Source: an optimization exercise on an open RTL-to-GDS flow (aim: small area). Production flows keep margins and buffers that such runs may drop.
Only simulation tests tie the RTL to the original design; equivalence was not proved.
The clock input has no modelled driver; a real chip could not lean on it and would need a root buffer or a full tree.
Power is estimated from default activity; no workload was simulated.

<file path="flow/flow/downsize.tcl">
# Swap each combinational cell to the smallest-area cell of the same family
# (same function and pins, e.g. a21oi_2 -> a21oi_1). Registers, clock cells,
# port buffers and tie cells are left as they are.
set lib_cells {}
foreach lc [get_lib_cells */*] { lappend lib_cells [get_name $lc] }
proc family { name } {
  if { [regexp {^(sky130_fd_sc_hd__[a-z0-9]+)_([0-9]+)$} $name -> base drive] } { return $base }
  return ""
}
array set best {}
foreach lc [get_lib_cells */*] {
  set n [get_name $lc]
  if { [regexp {lpflow|probe} $n] } { continue }
  set fam [family $n]
  if { $fam == "" } { continue }
  set a [get_property $lc area]
  if { ![info exists best($fam)] || $a < [lindex $best($fam) 1] } { set best($fam) [list $n $a] }
}
set count 0
foreach inst [[ord::get_db_block] getInsts] {
  set m [[$inst getMaster] getName]
  if { ![regexp {^sky130_fd_sc_hd__(a|o|nand|nor|inv|and|or|xor|xnor|mux|maj|clkinv)} $m] } { continue }
  if { [regexp {^sky130_fd_sc_hd__(dfx|dfr|clkbuf|buf|conb)} $m] } { continue }
  set fam [family $m]
  if { $fam == "" || ![info exists best($fam)] } { continue }
  set to [lindex $best($fam) 0]
  if { $to != $m } {
    replace_cell [$inst getName] $to
    incr count
  }
}
puts "downsize: swapped $count cells"
</file>
<file path="flow/design.v">
module design3(clk, rst, fill, consume, error, height);
input clk, rst, fill, consume;
output error;
output [7:0] height;
reg [6:0] s;
wire [6:0] ns;
wire new_n26, new_n27, new_n28, new_n29, new_n30, new_n31, new_n32, new_n33, new_n35, new_n36, new_n37, new_n38, new_n39, new_n40, new_n41, new_n42, new_n43, new_n44, new_n45, new_n46, new_n47, new_n48, new_n49, new_n50, new_n51, new_n52, new_n54, new_n55, new_n56, new_n57, new_n59, new_n60, new_n62, new_n63, new_n64, new_n66, new_n67, new_n68, new_n70, new_n72, new_n73, new_n74, new_n78, new_n80, new_n82, new_n83, new_n84;
  g_nand3 u0 (.A(s[3]), .B(s[5]), .C(s[4]), .Y(new_n26));
  g_clkinv u1 (.A(s[0]), .Y(new_n27));
  g_clkinv u2 (.A(s[1]), .Y(new_n28));
  g_clkinv u3 (.A(s[2]), .Y(new_n29));
  g_o22ai u4 (.A1(new_n28), .A2(new_n29), .B1(s[1]), .B2(s[2]), .Y(new_n30));
  g_clkinv u5 (.A(s[4]), .Y(new_n31));
  g_o21ai u6 (.A1(new_n27), .A2(new_n28), .B1(new_n29), .Y(new_n32));
  g_nand2 u7 (.A(s[3]), .B(new_n32), .Y(new_n33));
  g_o21bai u8 (.A1(new_n31), .A2(new_n33), .B1_N(s[5]), .Y(height[6]));
  g_o21ai u9 (.A1(s[5]), .A2(new_n30), .B1(height[6]), .Y(new_n35));
  g_nor2 u10 (.A(s[2]), .B(new_n35), .Y(new_n36));
  g_a221oi u11 (.A1(s[0]), .A2(s[1]), .B1(new_n27), .B2(new_n28), .C1(new_n36), .Y(new_n37));
  g_clkinv u12 (.A(new_n37), .Y(new_n38));
  g_nor3 u13 (.A(new_n26), .B(new_n38), .C(new_n27), .Y(new_n39));
  g_or2 u14 (.A(rst), .B(new_n39), .X(new_n40));
  g_nor2 u15 (.A(new_n26), .B(new_n38), .Y(new_n41));
  g_nand2 u16 (.A(new_n31), .B(new_n33), .Y(new_n42));
  g_a211oi u17 (.A1(s[1]), .A2(s[3]), .B1(new_n42), .C1(s[5]), .Y(new_n43));
  g_or2 u18 (.A(s[6]), .B(new_n43), .X(new_n44));
  g_nor2 u19 (.A(new_n41), .B(new_n44), .Y(new_n45));
  g_and2 u20 (.A(consume), .B(new_n45), .X(new_n46));
  g_nor2 u21 (.A(s[0]), .B(new_n43), .Y(new_n47));
  g_nand2 u22 (.A(new_n26), .B(height[6]), .Y(new_n48));
  g_nand2 u23 (.A(new_n42), .B(new_n48), .Y(new_n49));
  g_nor2 u24 (.A(new_n45), .B(new_n49), .Y(new_n50));
  g_a21oi u25 (.A1(new_n46), .A2(new_n47), .B1(new_n50), .Y(new_n51));
  g_o21a u26 (.A1(new_n27), .A2(new_n46), .B1(new_n51), .X(new_n52));
  g_nor2 u27 (.A(new_n40), .B(new_n52), .Y(ns[0]));
  g_o21ai u28 (.A1(fill), .A2(new_n44), .B1(new_n51), .Y(new_n54));
  g_clkinv u29 (.A(fill), .Y(new_n55));
  g_o211ai u30 (.A1(new_n55), .A2(new_n50), .B1(new_n47), .C1(ns[0]), .Y(new_n56));
  g_a21oi u31 (.A1(new_n54), .A2(new_n56), .B1(new_n28), .Y(new_n57));
  g_a311oi u32 (.A1(new_n54), .A2(new_n56), .A3(new_n28), .B1(new_n57), .C1(new_n40), .Y(ns[1]));
  g_o22ai u33 (.A1(s[1]), .A2(new_n56), .B1(new_n28), .B2(new_n54), .Y(new_n59));
  g_nor2 u34 (.A(s[2]), .B(new_n59), .Y(new_n60));
  g_a211oi u35 (.A1(s[2]), .A2(new_n59), .B1(rst), .C1(new_n60), .Y(ns[2]));
  g_clkinv u36 (.A(s[3]), .Y(new_n62));
  g_nand2 u37 (.A(new_n30), .B(new_n59), .Y(new_n63));
  g_nor2 u38 (.A(new_n62), .B(new_n63), .Y(new_n64));
  g_a211oi u39 (.A1(new_n62), .A2(new_n63), .B1(rst), .C1(new_n64), .Y(ns[3]));
  g_o21ai u40 (.A1(s[3]), .A2(new_n32), .B1(new_n33), .Y(new_n66));
  g_nand3 u41 (.A(new_n30), .B(new_n59), .C(new_n66), .Y(new_n67));
  g_nor2 u42 (.A(new_n31), .B(new_n67), .Y(new_n68));
  g_a211oi u43 (.A1(new_n31), .A2(new_n67), .B1(rst), .C1(new_n68), .Y(ns[4]));
  g_o21ai u44 (.A1(s[3]), .A2(s[4]), .B1(s[5]), .Y(new_n70));
  g_a211oi u45 (.A1(ns[4]), .A2(new_n70), .B1(rst), .C1(new_n35), .Y(ns[5]));
  g_nor2 u46 (.A(new_n39), .B(new_n43), .Y(new_n72));
  g_o21ai u47 (.A1(new_n30), .A2(new_n72), .B1(new_n35), .Y(new_n73));
  g_clkinv u48 (.A(new_n73), .Y(new_n74));
  g_clkinv u49 (.A(new_n72), .Y(error));
  g_o22ai u50 (.A1(new_n36), .A2(new_n74), .B1(new_n38), .B2(error), .Y(height[2]));
  g_a21oi u51 (.A1(new_n44), .A2(height[2]), .B1(new_n45), .Y(ns[6]));
  g_a211oi u52 (.A1(new_n37), .A2(ns[6]), .B1(new_n73), .C1(new_n47), .Y(new_n78));
  g_nor2 u53 (.A(new_n27), .B(new_n78), .Y(height[0]));
  g_nor2 u54 (.A(s[1]), .B(new_n74), .Y(new_n80));
  g_nor3 u55 (.A(new_n41), .B(new_n78), .C(new_n80), .Y(height[1]));
  g_a211oi u56 (.A1(new_n62), .A2(new_n31), .B1(s[5]), .C1(new_n32), .Y(new_n82));
  g_clkinv u57 (.A(new_n80), .Y(new_n83));
  g_a21oi u58 (.A1(new_n35), .A2(new_n83), .B1(s[3]), .Y(new_n84));
  g_a311o u59 (.A1(s[1]), .A2(s[2]), .A3(new_n78), .B1(new_n82), .C1(new_n84), .X(height[3]));
  g_clkinv u60 (.A(new_n49), .Y(height[5]));
  g_o22ai u61 (.A1(new_n66), .A2(new_n73), .B1(height[5]), .B2(new_n70), .Y(height[4]));
assign height[7] = 1'b0;
always @(posedge clk) s <= ns;
endmodule
module g_a211oi(A1, A2, B1, C1, Y);
  input A1, A2, B1, C1;
  output Y;
  assign Y = (~(A1)&~(B1)&~(C1)) | (~(A2)&~(B1)&~(C1));
endmodule
module g_a21oi(A1, A2, B1, Y);
  input A1, A2, B1;
  output Y;
  assign Y = (~(A1)&~(B1)) | (~(A2)&~(B1));
endmodule
module g_a221oi(A1, A2, B1, B2, C1, Y);
  input A1, A2, B1, B2, C1;
  output Y;
  assign Y = (~(A1)&~(B1)&~(C1)) | (~(A1)&~(B2)&~(C1)) | (~(A2)&~(B1)&~(C1)) | (~(A2)&~(B2)&~(C1));
endmodule
module g_a311o(A1, A2, A3, B1, C1, X);
  input A1, A2, A3, B1, C1;
  output X;
  assign X = ((A1)&(A2)&(A3)) | ((B1)) | ((C1));
endmodule
module g_a311oi(A1, A2, A3, B1, C1, Y);
  input A1, A2, A3, B1, C1;
  output Y;
  assign Y = (~(A1)&~(B1)&~(C1)) | (~(A2)&~(B1)&~(C1)) | (~(A3)&~(B1)&~(C1));
endmodule
module g_and2(A, B, X);
  input A, B;
  output X;
  assign X = ((A)&(B));
endmodule
module g_clkinv(A, Y);
  input A;
  output Y;
  assign Y = (~(A));
endmodule
module g_nand2(A, B, Y);
  input A, B;
  output Y;
  assign Y = (~(A)) | (~(B));
endmodule
module g_nand3(A, B, C, Y);
  input A, B, C;
  output Y;
  assign Y = (~(A)) | (~(B)) | (~(C));
endmodule
module g_nor2(A, B, Y);
  input A, B;
  output Y;
  assign Y = (~(A)&~(B));
endmodule
module g_nor3(A, B, C, Y);
  input A, B, C;
  output Y;
  assign Y = (~(A)&~(B)&~(C));
endmodule
module g_o211ai(A1, A2, B1, C1, Y);
  input A1, A2, B1, C1;
  output Y;
  assign Y = (~(A1)&~(A2)) | (~(B1)) | (~(C1));
endmodule
module g_o21a(A1, A2, B1, X);
  input A1, A2, B1;
  output X;
  assign X = ((A1)&(B1)) | ((A2)&(B1));
endmodule
module g_o21ai(A1, A2, B1, Y);
  input A1, A2, B1;
  output Y;
  assign Y = (~(A1)&~(A2)) | (~(B1));
endmodule
module g_o21bai(A1, A2, B1_N, Y);
  input A1, A2, B1_N;
  output Y;
  assign Y = (~(A1)&~(A2)) | ((B1_N));
endmodule
module g_o22ai(A1, A2, B1, B2, Y);
  input A1, A2, B1, B2;
  output Y;
  assign Y = (~(B1)&~(B2)) | (~(A1)&~(A2));
endmodule
module g_or2(A, B, X);
  input A, B;
  output X;
  assign X = ((A)) | ((B));
endmodule
</file>
<file path="flow/flow/oneclkbuf.tcl">
# After CTS: collapse the clock tree to a single buffer. The clock port drives one
# buffer whose output drives every register's clock pin directly (no skew).
set block [ord::get_db_block]
set clkport_net ""
foreach bt [$block getBTerms] {
  if { [$bt getName] == "clk" } { set clkport_net [$bt getNet] }
}
set root ""
foreach it [$clkport_net getITerms] {
  if { [$it isInputSignal] } { set root [$it getInst] }
}
set rootout ""
foreach it [$root getITerms] { if { [$it isOutputSignal] } { set rootout [$it getNet] } }
set leaves {}
foreach it [$rootout getITerms] {
  set inst [$it getInst]
  if { [$it isInputSignal] && [string match "*clkbuf*" [[$inst getMaster] getName]] } { lappend leaves $inst }
}
foreach leaf $leaves {
  set lout ""
  foreach it [$leaf getITerms] { if { [$it isOutputSignal] } { set lout [$it getNet] } }
  foreach it [$lout getITerms] {
    if { [$it isInputSignal] } {
      $it disconnect
      $it connect $rootout
    }
  }
  odb::dbInst_destroy $leaf
  odb::dbNet_destroy $lout
}
replace_cell [$root getName] $::env(ONE_CLKBUF_CELL)
puts "oneclkbuf: removed [llength $leaves] leaf buffers, root [$root getName] is $::env(ONE_CLKBUF_CELL)"
</file>
<file path="flow/config.mk">
export PLATFORM = sky130hd
export DESIGN_NAME = design3
export DESIGN_NICKNAME = design3
export VERILOG_FILES = /design/flow/design.v
export SDC_FILE = /design/flow/constraint.sdc
export NUM_CORES = 4
export LEC_CHECK = 0
export CAP_MARGIN = 20
export CORE_AREA = 2.5 2.5 62.5 62.5
export DIE_AREA = 0 0 65 65
export SLEW_MARGIN = 20
export SYNTH_HIERARCHICAL = 1
export SYNTH_MINIMUM_KEEP_SIZE = 0
</file>
<file path="flow/standard.sh">
#!/bin/bash
# synth_recipe.tcl (not shown) runs the flow's synth.tcl, then flattens the netlist and writes it again
# the make line also repeats each setting of config.mk as NAME=value (left out here)
make -C /OpenROAD-flow-scripts/flow DESIGN_CONFIG=/design/flow/config.mk WORK_HOME=/design/flow/orfs CLKGATE_MAP_FILE= SYNTH_SCRIPT=/design/flow/synth_recipe.tcl "${@:-finish}"
</file>
<file path="flow/flow/run.sh">
#!/bin/bash
# Own layout flow: the standard synthesis and layout steps, with
#  - port buffers of the smallest buffer cell (every port still gets one),
#  - combinational cells swapped to their smallest drive strength after the resizer,
#  - a clock tree of one buffer: after CTS the leaf buffers are removed and the
#    root buffer drives every register clock pin directly (no skew).
# Each tool's output goes to a log file in the work folder.
set -uo pipefail
W=$PWD
export BUFFER_PORTS_ARGS="-buffer_cell sky130_fd_sc_hd__buf_1"
export POST_RESIZE_TCL=$W/flow/downsize.tcl
export POST_CTS_TCL=$W/flow/oneclkbuf.tcl
export ONE_CLKBUF_CELL=sky130_fd_sc_hd__clkbuf_4
export CTS_ARGS="-sink_clustering_enable -repair_clock_nets -dont_use_dummy_load -sink_clustering_size 30 -buf_list sky130_fd_sc_hd__clkbuf_4 -root_buf sky130_fd_sc_hd__clkbuf_4"
bash standard.sh synth > $W/synth.log 2>&1 || { tail -50 $W/synth.log; exit 1; }
bash standard.sh > $W/layout.log 2>&1 || { tail -50 $W/layout.log; exit 1; }
</file>
<file path="flow/constraint.sdc">
create_clock -name core_clock -period 8.0 [get_ports {clk}]
set_input_delay 1.6000 -clock core_clock [delete_from_list [all_inputs] [get_ports {clk}]]
set_output_delay 1.6000 -clock core_clock [all_outputs]
set_load 0.01 [all_outputs]
</file>
==> results of run 1 <==
==> cells in the mapped netlist, drive strengths merged <==
| cell | n |
|---|---|
| nor2 | 12 |
| inv | 11 |
| a211oi | 7 |
| dfxtp | 7 |
| o21ai | 6 |
| nand2 | 5 |
| a21oi | 4 |
| o22ai | 4 |
| nand3 | 2 |
| nor3 | 2 |
| or2 | 2 |
| a221oi | 1 |
| a311o | 1 |
| a311oi | 1 |
| and2 | 1 |
| buf | 1 |
| conb | 1 |
| o211ai | 1 |
| o21a | 1 |
| o21bai | 1 |
==> cell families (layout without fill, tap and decap cells) <==
| kind of cell | Yosys count | in the layout | synth area share [%] |
|---|---|---|---|
| compound gates | 27 | 27 | 43.9 |
| simple gates | 24 | 24 | 20.7 |
| buf+inv | 12 | 23 | 8.97 |
| flops | 7 | 7 | 25.7 |
| other cells | 1 | 1 | 0.689 |
==> stage by stage <==
step / std cells / total power [mW] / cell area (um^2) / util [%] / hold WS (ns)
2_1_floorplan: 71 / 0.244 / 544 / - / 0.505
3_5_place_dp: 127 / 0.257 / 564 / 16.6 / 0.549
5_1_grt: 128 / 0.301 / 572 / 16.9 / 0.598
6_report: 128 / 0.274 / 572 / 16.9 / 0.576
3_3_place_gp: 127 / 0.300 / 636 / 18.8 / 0.564
==> modules after synthesis, one instance, submodules excluded, a selection <==
module / cells inside / cell area, um^2 / copies in the design
g_or2: 1 / 6.26 / 2
g_a211oi: 1 / 12.5 / 7
g_o21a: 1 / 7.51 / 1
g_a221oi: 1 / 15.0 / 1
g_and2: 1 / 6.26 / 1
g_a311o: 1 / 10.0 / 1
g_o211ai: 1 / 12.5 / 1
==> per-layer routing <==
layer / global-route usage, % / routed length, um
met3: 2.08 / 94
met2: 10.2 / 550
met4: 3.19 / 27
met5: 0 / 0
met1: 9.65 / 577
==> area by class of cell <==
type | count | area, um^2
fill | 390 | 2820
multi-input combinational | 52 | 284
sequential | 7 | 140
tap | 46 | 57.6
timing repair buffer | 11 | 41.3
inverter | 11 | 41.3
clock buffer | 1 | 7.51
==> critical path, delay by kind of cell (launching register included) <==
family                 cells  cell delay, ns
and+or+nand+nor            4            0.61
DFF                        1            0.38
buffers and inverters      4            0.56
AOI/OAI and AO/OA          9            2.08
==> power by group through the flow <==
stage	logic [mW]	clock network, mW	registers (mW)
2_1_floorplan	0.181	0	0.0636
3_3_place_gp	0.232	0	0.0680
3_5_place_dp	0.192	0	0.0649
5_1_grt	0.217	0.0177	0.0663
6_report	0.193	0.0155	0.0647
==> path summary, 6_finish.rpt <==
check,startpoint,end,slack (ns),depth (start not counted)
worst max register to register,s[1],s[5],4.19,19
worst min-delay path,s[2],s[2],0.58,2
worst min register to register,s[2],s[2],0.58,2
worst max-delay path,s[1],height[3],2.61,17
==> impl_metrics.env, run 1 <==
export IMPL_start_util_pct=16.1
export IMPL_place_ws_ns=2.83
export IMPL_min_path_type="register to register"
export IMPL_crit_fanout=7
export IMPL_core_rowCount=21
export IMPL_worstSkewPairLatency_ns=0.15
export IMPL_drt_iter0_markers=18
export IMPL_place_congestion=0.827
export IMPL_antenna_found_initial=0
export IMPL_p_clk_share_pct=5.7
export IMPL_reg_largest_list="s (7)"
export IMPL_fmax_mhz=186
export IMPL_final_cell_mix="nor2_1, inv_1, buf_1, a211oi_1, dfxtp_1"
export IMPL_fp_dieW_um=65
export IMPL_syn_to_final_growth_pct=5.06
export IMPL_yosysTopAreaCell="dfxtp_1"
export IMPL_top_register="s"
export IMPL_critPathLaunchType="register"
export IMPL_outcome="finished clean"
export IMPL_ys_types=20
export IMPL_synth_seq_area_share_pct=25.7
export IMPL_fin_crit_sh_pct=67.3
export IMPL_final_common_cell="nor2_1"
export IMPL_synthesis_nets=75
export IMPL_p_int_uw=123
export IMPL_final_nets=88
export IMPL_grt_usage_pct=7.08
export IMPL_grt_setup_unrepaired="no"
export IMPL_syn_area_um2=544
export IMPL_insertedDiodeCount=0
export IMPL_largest_register_ffs=7
export IMPL_yosysWarnings=7
export IMPL_die_h_um=65
export IMPL_grt_pass1_vias=426
export IMPL_place_hpwl_mm=1.04
export IMPL_drv_slew=0
export IMPL_period_needed_ns=5.39
export IMPL_crit_arrival_ns=3.79
export IMPL_critPathSlowestCell="dfxtp_1"
export IMPL_ys_seq_elements=7
export IMPL_synth_area_top_cells="dfxtp_1, a211oi_2, nor2_1"
export IMPL_endpoint_kind="primary output"
export IMPL_synth_avg_cell_area_um2=7.67
export IMPL_drive_above_1_share_pct=1.22
export IMPL_wire_per_inst_um=9.77
export IMPL_p_sw_uw=150
export IMPL_grt_overflow=0
export IMPL_antenna_left=0
export IMPL_maxCapViolations=0
export IMPL_netlist_area_leader_share_pct=25.7
export IMPL_ir_worst_vdd_mv=0.0709
export IMPL_synthCells=71
export IMPL_powerDensity_mw_per_mm2=478
export IMPL_cp_required_ns=6.40
export IMPL_share_seq_of_total_power_pct=23.7
export IMPL_vias=531
export IMPL_numClockSinks=7
export IMPL_clock_skew_ns=0.000404
export IMPL_switching_share_pct=55.0
export IMPL_ioPinCount=13
export IMPL_tns_ns=0
export IMPL_grt_max_degree=8
export IMPL_layout_setup_ws_ns=2.61
export IMPL_drt_pre_antenna_iters=4
export IMPL_leakagePower_nw=0.194
export IMPL_drc=0
export IMPL_grt_pass1_wl_mm=2.03
export IMPL_routed_wl_mm=1.25
export IMPL_die_area_mm2=0.00423
export IMPL_clkTransAtPathRegs_ns=0.08
export IMPL_p_comb_share_pct=70.7
export IMPL_setup_violations=0
export IMPL_crit_type="register to primary output"
export IMPL_cpPeakStageDelay_ns=0.38
export IMPL_cp_cell_sequence="inv_1 -> o21ai_0 -> nand2_1 -> o21bai_1 -> o21ai_0 -> nor2_1 -> a221oi_1 -> inv_1 -> nor3_1 -> nor2_1 -> o21ai_0 -> inv_1 -> o22ai_1 -> a21oi_1 -> a211oi_1 -> a311o_1 -> buf_1"
export IMPL_hold_viol_final=0
export IMPL_viasPerCell=4.15
export IMPL_portBuffers=11
export IMPL_design_core_area_mm2=0.00339
==> run 2, diff against run 1 <==
==> flow/design.v (replaced) <==
module design3(clk, rst, fill, consume, error, height);
input clk, rst, fill, consume;
output error;
output [7:0] height;
reg [6:0] s;
wire [6:0] ns;
wire new_n26, new_n27, new_n28, new_n29, new_n30, new_n31, new_n32, new_n34, new_n35, new_n36, new_n37, new_n38, new_n39, new_n40, new_n41, new_n42, new_n43, new_n44, new_n45, new_n46, new_n47, new_n49, new_n50, new_n51, new_n52, new_n53, new_n55, new_n56, new_n57, new_n59, new_n60, new_n61, new_n62, new_n63, new_n65, new_n66, new_n68, new_n69, new_n70, new_n73, new_n74, new_n75, new_n76, new_n77, new_n78, new_n80, new_n82, new_n85, new_n87;
  g_nand2 u0 (.A(s[3]), .B(s[4]), .Y(new_n26));
  g_clkinv u1 (.A(s[0]), .Y(new_n27));
  g_clkinv u2 (.A(s[1]), .Y(new_n28));
  g_clkinv u3 (.A(s[2]), .Y(new_n29));
  g_o21ai u4 (.A1(new_n27), .A2(new_n28), .B1(new_n29), .Y(new_n30));
  g_clkinv u5 (.A(new_n30), .Y(new_n31));
  g_clkinv u6 (.A(s[5]), .Y(new_n32));
  g_o21ai u7 (.A1(new_n26), .A2(new_n31), .B1(new_n32), .Y(height[6]));
  g_clkinv u8 (.A(s[6]), .Y(new_n34));
  g_o21bai u9 (.A1(s[3]), .A2(s[4]), .B1_N(height[6]), .Y(new_n35));
  g_nor2 u10 (.A(new_n30), .B(new_n35), .Y(new_n36));
  g_nand2 u11 (.A(s[1]), .B(new_n36), .Y(new_n37));
  g_clkinv u12 (.A(s[3]), .Y(new_n38));
  g_nor2 u13 (.A(new_n38), .B(new_n31), .Y(new_n39));
  g_nor3 u14 (.A(s[4]), .B(height[6]), .C(new_n39), .Y(new_n40));
  g_nor2 u15 (.A(s[0]), .B(s[1]), .Y(new_n41));
  g_a2111oi u16 (.A1(new_n34), .A2(new_n41), .B1(new_n32), .C1(new_n29), .D1(new_n26), .Y(new_n42));
  g_a21oi u17 (.A1(new_n37), .A2(new_n40), .B1(new_n42), .Y(new_n43));
  g_o41a u18 (.A1(s[4]), .A2(height[6]), .A3(s[2]), .A4(new_n34), .B1(new_n43), .X(new_n44));
  g_a21oi u19 (.A1(consume), .A2(new_n44), .B1(new_n42), .Y(new_n45));
  g_nor2 u20 (.A(s[0]), .B(new_n45), .Y(new_n46));
  g_a21oi u21 (.A1(s[0]), .A2(new_n45), .B1(new_n46), .Y(new_n47));
  g_nor2 u22 (.A(rst), .B(new_n47), .Y(ns[0]));
  g_nand2 u23 (.A(fill), .B(new_n44), .Y(new_n49));
  g_o21ai u24 (.A1(new_n39), .A2(new_n44), .B1(new_n49), .Y(new_n50));
  g_nor2 u25 (.A(s[1]), .B(new_n50), .Y(new_n51));
  g_a21oi u26 (.A1(s[1]), .A2(new_n50), .B1(new_n51), .Y(new_n52));
  g_nor2 u27 (.A(new_n46), .B(new_n52), .Y(new_n53));
  g_a211oi u28 (.A1(new_n46), .A2(new_n52), .B1(rst), .C1(new_n53), .Y(ns[1]));
  g_nor2 u29 (.A(s[2]), .B(new_n53), .Y(new_n55));
  g_a21oi u30 (.A1(s[2]), .A2(new_n53), .B1(new_n55), .Y(new_n56));
  g_nor2 u31 (.A(new_n51), .B(new_n56), .Y(new_n57));
  g_a211oi u32 (.A1(new_n51), .A2(new_n56), .B1(rst), .C1(new_n57), .Y(ns[2]));
  g_clkinv u33 (.A(ns[2]), .Y(new_n59));
  g_nor3 u34 (.A(s[2]), .B(new_n53), .C(new_n59), .Y(new_n60));
  g_a31oi u35 (.A1(s[2]), .A2(new_n53), .A3(new_n59), .B1(new_n60), .Y(new_n61));
  g_a21oi u36 (.A1(s[3]), .A2(new_n61), .B1(new_n60), .Y(new_n62));
  g_nor2 u37 (.A(new_n38), .B(new_n61), .Y(new_n63));
  g_a211oi u38 (.A1(new_n61), .A2(new_n62), .B1(rst), .C1(new_n63), .Y(ns[3]));
  g_o21ai u39 (.A1(s[3]), .A2(s[4]), .B1(new_n26), .Y(new_n65));
  g_nor2 u40 (.A(new_n65), .B(new_n62), .Y(new_n66));
  g_a211oi u41 (.A1(new_n65), .A2(new_n62), .B1(rst), .C1(new_n66), .Y(ns[4]));
  g_o21ai u42 (.A1(s[3]), .A2(s[4]), .B1(s[5]), .Y(new_n68));
  g_clkinv u43 (.A(new_n26), .Y(new_n69));
  g_a31oi u44 (.A1(s[2]), .A2(new_n69), .A3(s[1]), .B1(s[5]), .Y(new_n70));
  g_a211oi u45 (.A1(new_n68), .A2(ns[4]), .B1(rst), .C1(new_n70), .Y(ns[5]));
  g_nor2 u46 (.A(new_n43), .B(new_n46), .Y(error));
  g_clkinv u47 (.A(error), .Y(new_n73));
  g_o21ai u48 (.A1(new_n57), .A2(new_n73), .B1(new_n70), .Y(new_n74));
  g_o21ai u49 (.A1(new_n27), .A2(new_n28), .B1(new_n73), .Y(new_n75));
  g_nor2 u50 (.A(new_n41), .B(new_n75), .Y(new_n76));
  g_nor2 u51 (.A(new_n74), .B(new_n76), .Y(new_n77));
  g_nor2 u52 (.A(s[1]), .B(new_n77), .Y(new_n78));
  g_a21oi u53 (.A1(s[6]), .A2(new_n78), .B1(new_n44), .Y(ns[6]));
  g_o21ai u54 (.A1(new_n41), .A2(new_n73), .B1(new_n70), .Y(new_n80));
  g_nor2b u55 (.A(new_n27), .B_N(new_n80), .Y(height[0]));
  g_nor2b u56 (.A(new_n80), .B_N(new_n75), .Y(new_n82));
  g_nor3 u57 (.A(new_n42), .B(new_n78), .C(new_n82), .Y(height[1]));
  g_a21oi u58 (.A1(new_n29), .A2(s[5]), .B1(new_n77), .Y(height[2]));
  g_a21oi u59 (.A1(s[2]), .A2(new_n82), .B1(new_n36), .Y(new_n85));
  g_o21ai u60 (.A1(s[3]), .A2(new_n70), .B1(new_n85), .Y(height[3]));
  g_nor2 u61 (.A(new_n69), .B(new_n30), .Y(new_n87));
  g_o22ai u62 (.A1(new_n32), .A2(new_n26), .B1(new_n35), .B2(new_n40), .Y(height[5]));
  g_o32ai u63 (.A1(new_n39), .A2(new_n87), .A3(new_n74), .B1(new_n65), .B2(height[5]), .Y(height[4]));
assign height[7] = 1'b0;
always @(posedge clk) s <= ns;
endmodule
module g_a2111oi(A1, A2, B1, C1, D1, Y);
  input A1, A2, B1, C1, D1;
  output Y;
  assign Y = (~(A1)&~(B1)&~(C1)&~(D1)) | (~(A2)&~(B1)&~(C1)&~(D1));
endmodule
module g_a211oi(A1, A2, B1, C1, Y);
  input A1, A2, B1, C1;
  output Y;
  assign Y = (~(A1)&~(B1)&~(C1)) | (~(A2)&~(B1)&~(C1));
endmodule
module g_a21oi(A1, A2, B1, Y);
  input A1, A2, B1;
  output Y;
  assign Y = (~(A1)&~(B1)) | (~(A2)&~(B1));
endmodule
module g_a31oi(A1, A2, A3, B1, Y);
  input A1, A2, A3, B1;
  output Y;
  assign Y = (~(A1)&~(B1)) | (~(A2)&~(B1)) | (~(A3)&~(B1));
endmodule
module g_clkinv(A, Y);
  input A;
  output Y;
  assign Y = (~(A));
endmodule
module g_nand2(A, B, Y);
  input A, B;
  output Y;
  assign Y = (~(A)) | (~(B));
endmodule
module g_nor2(A, B, Y);
  input A, B;
  output Y;
  assign Y = (~(A)&~(B));
endmodule
module g_nor2b(A, B_N, Y);
  input A, B_N;
  output Y;
  assign Y = (~(A)&(B_N));
endmodule
module g_nor3(A, B, C, Y);
  input A, B, C;
  output Y;
  assign Y = (~(A)&~(B)&~(C));
endmodule
module g_o21ai(A1, A2, B1, Y);
  input A1, A2, B1;
  output Y;
  assign Y = (~(A1)&~(A2)) | (~(B1));
endmodule
module g_o21bai(A1, A2, B1_N, Y);
  input A1, A2, B1_N;
  output Y;
  assign Y = (~(A1)&~(A2)) | ((B1_N));
endmodule
module g_o22ai(A1, A2, B1, B2, Y);
  input A1, A2, B1, B2;
  output Y;
  assign Y = (~(B1)&~(B2)) | (~(A1)&~(A2));
endmodule
module g_o32ai(A1, A2, A3, B1, B2, Y);
  input A1, A2, A3, B1, B2;
  output Y;
  assign Y = (~(A1)&~(A2)&~(A3)) | (~(B1)&~(B2));
endmodule
module g_o41a(A1, A2, A3, A4, B1, X);
  input A1, A2, A3, A4, B1;
  output X;
  assign X = ((A1)&(B1)) | ((A2)&(B1)) | ((A3)&(B1)) | ((A4)&(B1));
endmodule
==> run 2 against run 1 <==
  * Still clean
  * Non-clock buffer count unchanged
  * Final cell count is 1.6% higher
  * Core utilization shrank 0.074 points
  * Sequential power is 2% higher
  * Clock skew hardly changed
  * Synthesized cell count grew 2.8%
  * Sequential share of layout area increased by 0.11 points
  * Count of clock-buffer cells in the layout unchanged
  * Highest routed layer unchanged
==> impl_metrics.env, run 2 <==
export IMPL_grt_pass1_wl_mm=1.98
export IMPL_yosysWarnings=7
export IMPL_dp_cells=129
export IMPL_final_cell_mix="nor2_1, buf_1, inv_1, a21oi_1, o21ai_0"
export IMPL_viasPerCell=4.02
export IMPL_cp_cell_sequence="inv_1 -> o21ai_0 -> inv_1 -> o21ai_0 -> o21bai_1 -> nor2_1 -> nand2_1 -> a21oi_1 -> o41a_1 -> nand2_1 -> o21ai_0 -> nor2_1 -> a21oi_1 -> nor2_1 -> nor2_1 -> a21oi_1 -> nor2_1 -> o21ai_0 -> nor2_1 -> nor2_1 -> nor3_1 -> buf_1"
export IMPL_clock_skew_ns=0.000522
export IMPL_powerDensity_mw_per_mm2=490
export IMPL_synthCells=73
export IMPL_n_fill_cell=393
export IMPL_grt_pass1_vias=445
export IMPL_start_util_pct=16.9
export IMPL_crit_fanout=7
export IMPL_place_congestion=0.825
export IMPL_core_rowCount=21
export IMPL_portBuffers=11
export IMPL_placed_cell_area_um2=562
export IMPL_critPathLaunchType="register"
export IMPL_synth_mux_area_share_pct=0
export IMPL_multiInputGateArea_um2=285
export IMPL_period_needed_ns=5.67
export IMPL_grt_max_degree=9
export IMPL_async_reset_ff_share_pct=0
export IMPL_ioPinCount=13
export IMPL_crit_arrival_ns=4.07
export IMPL_total_power_uw=279
export IMPL_ys_types=17
export IMPL_top_register="s"
export IMPL_die_h_um=65
export IMPL_syn_to_final_growth_pct=-0.655
export IMPL_place_hpwl_mm=1.01
export IMPL_crit_top_cell="nor2_1"
export IMPL_numClockSinks=7
export IMPL_routed_wl_met2_um=549
export IMPL_largest_register_ffs=7
export IMPL_syn_area_um2=573
export IMPL_fp_dieW_um=65
export IMPL_relSlewSlack_pct=43.2
export IMPL_cp_required_ns=6.40
export IMPL_min_path_type="register to register"
export IMPL_outcome="finished clean"
export IMPL_synth_avg_cell_area_um2=7.85
export IMPL_yosysMostFrequentCell="nor2_1"
export IMPL_clkTransAtPathRegs_ns=0.08
export IMPL_final_area_um2=569
export IMPL_final_common_cell="nor2_1"
export IMPL_setup_violations=0
export IMPL_drt_pre_antenna_iters=5
export IMPL_met1_length_um=619
export IMPL_synth_xor_area_share_pct=0
export IMPL_synth_ff_type="dfxtp_1"
export IMPL_tns_ns=0
export IMPL_synth_compound_area_share_pct=44.5
export IMPL_drv_slew=0
export IMPL_synth_seq_area_share_pct=24.5
export IMPL_synthesis_nets=77
export IMPL_vias=523
export IMPL_drive_above_1_share_pct=1.19
export IMPL_wire_per_inst_um=9.82
export IMPL_ys_seq_elements=7
export IMPL_layout_setup_ws_ns=2.33
export IMPL_top_layer="met4"
export IMPL_insertedDiodeCount=0
export IMPL_antenna_left=0
export IMPL_grt_overflow=0
export IMPL_yosysTopAreaCell="dfxtp_1"
export IMPL_grt_usage_pct=6.64
export IMPL_leakagePower_nw=0.192
export IMPL_synth_top_family_by_area="compound AO/OA/AOI/OAI gates"
export IMPL_worstSkewPairLatency_ns=0.15
export IMPL_fmax_mhz=176
export IMPL_crit_type="register to primary output"
export IMPL_reg_largest_list="s (7)"
export IMPL_fin_util_pct=16.8
export IMPL_worst_slew_pin_transition_ns=0.830
export IMPL_synth_edf_count=0
export IMPL_yosys_area_share_simple_pct=22.5
export IMPL_antenna_found_initial=0
export IMPL_met3RoutedLength_um=98
export IMPL_place_ws_ns=2.66
export IMPL_design_core_area_mm2=0.00339
export IMPL_drt_iter0_markers=29
export IMPL_ir_worst_vdd_mv=0.0688
export IMPL_cpPeakStageDelay_ns=0.46
export IMPL_maxCapViolations=0
export IMPL_drc=0
export IMPL_endpoint_kind="primary output"
export IMPL_netlist_area_leader_share_pct=24.5
export IMPL_grt_setup_unrepaired="no"
export IMPL_routed_wl_mm=1.28
export IMPL_fin_crit_sh_pct=70.9
export IMPL_regArea_um2=140
export IMPL_hold_ws_ns=0.438
export IMPL_synthAdderAreaFrac_pct=0
export IMPL_synth_area_top_cells="dfxtp_1, a21oi_2, a211oi_2"
export IMPL_die_area_mm2=0.00423
export IMPL_synth_common_cells="nor2_1, inv_1, a21oi_2, o21ai_1, dfxtp_1"
export IMPL_critPathSlowestCell="dfxtp_1"
export IMPL_final_cells=130
export IMPL_hold_viol_final=0
export IMPL_final_nets=90
==> run 2: cell count changes after synthesis, moves of 2 or more <==
cell      delta
a31oi_1      +2
nand3_1      -2
a21oi_2      +5
nor2b_4      +2
o21ai_1      +3
or2_1        -2
a211oi_2     -2
o22ai_1      -3
nor2_1       +4
nand2_1      -2
==> run 2: worst paths after layout <==
check	cells after the start	slack (ns)	from	end
min	1	0.44	s[6]	s[6]
max reg2reg	25	3.33	s[1]	s[5]
max	22	2.33	s[1]	height[1]
min reg2reg	1	0.44	s[6]	s[6]
==> run 2: modules after synthesis, one instance, submodules excluded, excerpt <==
module	cell area [um^2]	cells	times used	flops+latches
g_o32ai	16.3	1	1	0
g_a2111oi	15.0	1	1	0
g_a211oi	12.5	1	5	0
g_o41a	11.3	1	1	0
g_nor3	10.0	1	3	0
g_a21oi	8.76	1	9	0
g_a31oi	6.26	1	2	0
==> run 2: critical path, delay by kind of cell, from the launching register on <==
| family | cells | cell delay (ns) |
|---|---|---|
| flip-flops | 1 | 0.46 |
| buffers and inverters | 3 | 0.34 |
| AND/OR/NAND/NOR | 10 | 1.17 |
| AO/OA/AOI/OAI | 9 | 1.94 |
==> run 2: cell families after synthesis <==
kind of cell    after synthesis
compound gates               30
flops                         7
buf+inv                      11
simple gates                 24
other cells                   1
==> run 2: cell type report <==
| cell class | count | area share [%] |
|---|---|---|
| multi-input cells | 55 | 50.1 |
| well taps | 46 | 10.1 |
| clock buffers | 1 | 1.32 |
| inverters | 10 | 6.59 |
| repair buffers | 11 | 7.25 |
| flip-flops and latches | 7 | 24.6 |
==> run 2: report_power, final <==
part	total [mW]	switching, mW	internal (mW)
Combinational	0.198	0.129	0.0692
Clock	0.0152	0.00927	0.00597
Sequential	0.0657	0.0172	0.0485
==> run 2: routing by layer <==
layer / vias up / GRT usage, %
met3: 2 / 2.43
met4: 0 / 0.798
met5: - / 0
li1: 279 / -
met2: 12 / 10.4
met1: 230 / 8.90
==> run 3, diff against run 2 <==
==> flow/run.sh (new file) <==
#!/bin/bash
# synth_recipe.tcl (not shown) runs the flow's synth.tcl, then flattens the netlist and writes it again
# the make line also repeats each setting of config.mk as NAME=value (left out here)
make -C /OpenROAD-flow-scripts/flow DESIGN_CONFIG=/design/flow/config.mk WORK_HOME=/design/flow/orfs CLKGATE_MAP_FILE= SYNTH_SCRIPT=/design/flow/synth_recipe.tcl finish
--- a/flow/config.mk
+++ b/flow/config.mk
@@ -7,6 +7,8 @@
 export LEC_CHECK = 0
 export CAP_MARGIN = 20
 export CORE_AREA = 2.5 2.5 62.5 62.5
+export CTS_BUF_LIST = sky130_fd_sc_hd__clkbuf_4
+export CTS_CLUSTER_SIZE = 30
 export DIE_AREA = 0 0 65 65
 export SLEW_MARGIN = 20
 export SYNTH_HIERARCHICAL = 1
removed: flow/flow/run.sh
removed: flow/flow/downsize.tcl
removed: flow/flow/oneclkbuf.tcl
removed: flow/standard.sh
==> run 3 against run 2 <==
  * Still clean
  * Setup slack worse by 0.38 ns
  * Routed wire length is 8.1% higher
  * Worst hold slack better by 0.0036 ns
  * Synthesized cell count stayed put
  * Flip-flop and latch count stayed put
  * Global-route usage is 0.58 points higher
  * Core utilization is 5.7 points higher
  * Maximum frequency is 6.3% lower
  * Count of clock-buffer cells in the layout is 3 higher
  * Critical path depth stayed put
  * Sequential share of layout area is 6.3 points lower
  * Final area is 34% higher
  * Largest cell class unchanged
==> impl_metrics.env, run 3 <==
export IMPL_final_cells=133
export IMPL_wire_per_inst_um=10.4
export IMPL_r2r_cells=25
export IMPL_hold_ws_ns=0.442
export IMPL_grt_overflow=0
export IMPL_cts_tree="done"
export IMPL_multiInputGateArea_um2=388
export IMPL_grt_usage_pct=7.23
export IMPL_design_core_area_mm2=0.00339
export IMPL_crit_top_cell="nor2_1"
export IMPL_top_register="s"
export IMPL_switching_share_pct=48.8
export IMPL_synth_seq_area_share_pct=24.5
export IMPL_worst_slew_pin_transition_ns=0.602
export IMPL_syn_area_um2=573
export IMPL_grt_setup_unrepaired="no"
export IMPL_final_common_cell="nor2_1"
export IMPL_ir_worst_vdd_mv=0.0975
export IMPL_met3_usage_pct=2.60
export IMPL_cts_resized_gates=0
export IMPL_fin_util_pct=22.5
export IMPL_root_buffer="clkbuf_4"
export IMPL_start_util_pct=16.9
export IMPL_synth_ff_type="dfxtp_1"
export IMPL_synth_edf_count=0
export IMPL_synthAdderAreaFrac_pct=0
export IMPL_endpoint_kind="primary output"
export IMPL_p_clk_share_pct=8.4
export IMPL_die_area_mm2=0.00423
export IMPL_yosysWarnings=7
export IMPL_critical_path_depth=22
export IMPL_min_path_type="register to register"
export IMPL_core_rowCount=21
export IMPL_crit_type="register to primary output"
export IMPL_yosys_area_share_simple_pct=22.5
export IMPL_leakagePower_nw=0.259
export IMPL_synthesis_nets=77
export IMPL_cp_cell_sequence="inv_1 -> o21ai_1 -> inv_1 -> o21ai_1 -> o21bai_1 -> nor2_1 -> nand2_1 -> a21oi_2 -> o41a_1 -> nand2_1 -> o21ai_1 -> nor2_1 -> a21oi_2 -> nor2_1 -> nor2_1 -> a21oi_2 -> nor2_1 -> o21ai_1 -> nor2_1 -> nor2_1 -> nor3_2 -> clkdlybuf4s50_1"
export IMPL_outcome="finished clean"
export IMPL_period_needed_ns=6.05
export IMPL_synthCells=73
export IMPL_numClockSinks=7
export IMPL_cts_setup_buffers=0
export IMPL_met1_usage_pct=7.97
export IMPL_hold_viol_final=0
export IMPL_relSlewSlack_pct=59.8
export IMPL_htreeDepth=1
export IMPL_syn_to_final_growth_pct=33.2
export IMPL_timing_rr_end="s[5]"
export IMPL_cpPeakStageDelay_ns=0.51
export IMPL_ys_seq_elements=7
export IMPL_cp_top_family="compound AO/OA/AOI/OAI gates"
export IMPL_p_comb_share_pct=74.8
export IMPL_critPathLaunchType="register"
export IMPL_drc=0
export IMPL_clkTransAtPathRegs_ns=0.05
export IMPL_r2r_start="s[2]"
export IMPL_die_h_um=65
export IMPL_grt_pass1_wl_mm=2.33
export IMPL_antenna_left=0
export IMPL_async_reset_ff_share_pct=0
export IMPL_yosysMostFrequentCell="nor2_1"
export IMPL_cts_buffer_depth=2
export IMPL_synth_common_cells="nor2_1, inv_1, a21oi_2, o21ai_1, dfxtp_1"
export IMPL_grt_pass1_vias=564
export IMPL_fin_crit_sh_pct=75.6
export IMPL_r2r_slack_ns=3.43
export IMPL_netlist_area_leader_share_pct=24.5
export IMPL_cp_startpoint="s[2]"
export IMPL_regArea_um2=140
export IMPL_powerDensity_mw_per_mm2=539
export IMPL_synth_mux_area_share_pct=0
export IMPL_synth_compound_area_share_pct=44.5
export IMPL_n_fill_cell=381
export IMPL_viasPerCell=4.32
export IMPL_insertedDiodeCount=0
export IMPL_place_congestion=0.850
export IMPL_yosysTopAreaCell="dfxtp_1"
export IMPL_drive_above_1_share_pct=28.7
export IMPL_dp_cells=129
export IMPL_place_hpwl_mm=1.16
export IMPL_cts_hold_buf=0
export IMPL_final_cell_mix="nor2_1, clkdlybuf4s50_1, inv_1, a21oi_2, o21ai_1"
export IMPL_setup_violations=0
export IMPL_reg_largest_list="s (7)"
export IMPL_final_nets=92
export IMPL_clock_skew_ns=0.00382
export IMPL_p_sw_uw=201
export IMPL_drv_slew=0
export IMPL_drt_pre_antenna_iters=5
export IMPL_worstSkewPairLatency_ns=0.25
export IMPL_total_power_uw=411
export IMPL_grt_busiest_layer="met2"
export IMPL_ioPinCount=13
export IMPL_endpoint="height[1]"
export IMPL_portBuffers=11
export IMPL_tns_ns=0
export IMPL_maxCapViolations=0
export IMPL_routed_wl_mm=1.38
export IMPL_share_seq_of_total_power_pct=16.8
export IMPL_antenna_found_initial=0
export IMPL_path_buf_inv=3
export IMPL_crit_fanout=8
export IMPL_crit_arrival_ns=4.45
export IMPL_synth_xor_area_share_pct=0
export IMPL_largest_register_ffs=7
export IMPL_vias=574
export IMPL_p_int_uw=211
export IMPL_ys_types=17
export IMPL_cp_required_ns=6.40
export IMPL_synth_area_top_cells="dfxtp_1, a21oi_2, a211oi_2"
export IMPL_numCtsBuffers=3
export IMPL_fmax_mhz=165
export IMPL_synth_top_family_by_area="compound AO/OA/AOI/OAI gates"
export IMPL_met2_usage_pct=11.1
export IMPL_drt_iter0_markers=24
export IMPL_synth_avg_cell_area_um2=7.85
export IMPL_grt_max_degree=9
export IMPL_critPathSlowestCell="dfxtp_1"
export IMPL_fp_dieW_um=65
==> run 3: logic make-up after synthesis <==
group | count (synthesis)
compound gates | 30
simple gates | 24
buf+inv | 11
flops | 7
other cells | 1
==> run 3: through the flow <==
stage | area [um^2] | setup slack (ns)
floorplan | 573 | 3.11
global placement | 733 | 2.17
global route | 763 | 1.48
finish | 763 | 1.95
detailed placement | 733 | 2.11
CTS | 763 | 2.00
==> run 3: metal layers <==
layer,vias to the layer above,wire length (um),part of all wire [%]
li1,288,-,-
met1,254,576,42
met2,26,654,47
met3,6,98,7.1
met4,0,51,3.7
met5,-,0,0
==> run 3: worst min path at each step <==
stage	startpoint	end	slack, ns	depth (start not counted)
after floorplan	s[6]	s[6]	0.42	1
after global placement	s[6]	s[6]	0.43	1
after detailed placement	s[6]	s[6]	0.44	1
after CTS	s[6]	s[6]	0.45	1
after global routing	s[6]	s[6]	0.47	1
final	s[6]	s[6]	0.44	1
==> run 3: power by group through the flow <==
stage	Sequential (mW)	Combinational (mW)	Clock, mW
6_report	0.0692	0.308	0.0344
4_1_cts	0.0687	0.309	0.0369
2_1_floorplan	0.0646	0.214	0
3_5_place_dp	0.0695	0.308	0
3_3_place_gp	0.0684	0.303	0
5_1_grt	0.0709	0.338	0.0387
==> run 3: final cells by class <==
class                      count  share of cell area, %
sequential                     7                   18.4
multi-input combinational     55                   50.8
tap                           46                   7.54
inverter                      10                   4.92
timing repair buffer          11                   14.4
clock buffer                   4                   3.93
==> run 3: Yosys stat by module, one instance, submodules excluded, a selection <==
| module | flops+latches | cells inside |
|---|---|---|
| design3 | 7 | 9 |
| g_a21oi | 0 | 1 |
| g_o41a | 0 | 1 |
| g_nor2b | 0 | 1 |
| g_o32ai | 0 | 1 |
| g_o21ai | 0 | 1 |
| g_o22ai | 0 | 1 |
| g_a211oi | 0 | 1 |
| g_nor3 | 0 | 1 |

afterwards: timing with drivers on the ports:
Ports are ideal in the flow. The routed layouts listed here were re-timed in OpenROAD.
Step 1, drivers: a clkbuf_16 drives clk and a buf_2 each remaining input, both assumed.
Step 2 times the ports against the registers' clock, not the clock port: input delays grow and output delays shrink by t, the midpoint of the rising clock arrivals with the driver on.
a / b / c = ideal / step 1 / step 2; a / b = the first two.
| run | shift t [ns] | setup WS [ns] | hold slack, ns | worst register clock-pin slew, ns | worst slew at a driven data input, ns |
|---|---|---|---|---|---|
| run 1 | 0.169 | 2.614 / 2.593 / 2.761 | 0.576 / 0.576 / 0.576 | 0.08 / 0.08 | 0.03 |
| run 2 | 0.166 | 2.330 / 2.309 / 2.475 | 0.438 / 0.438 / 0.438 | 0.08 / 0.08 | 0.03 |
| run 3 | 0.264 | 1.948 / 1.929 / 2.096 | 0.442 / 0.442 / 0.442 | 0.05 / 0.05 | 0.03 |
After both steps setup and hold are still met in every run listed.
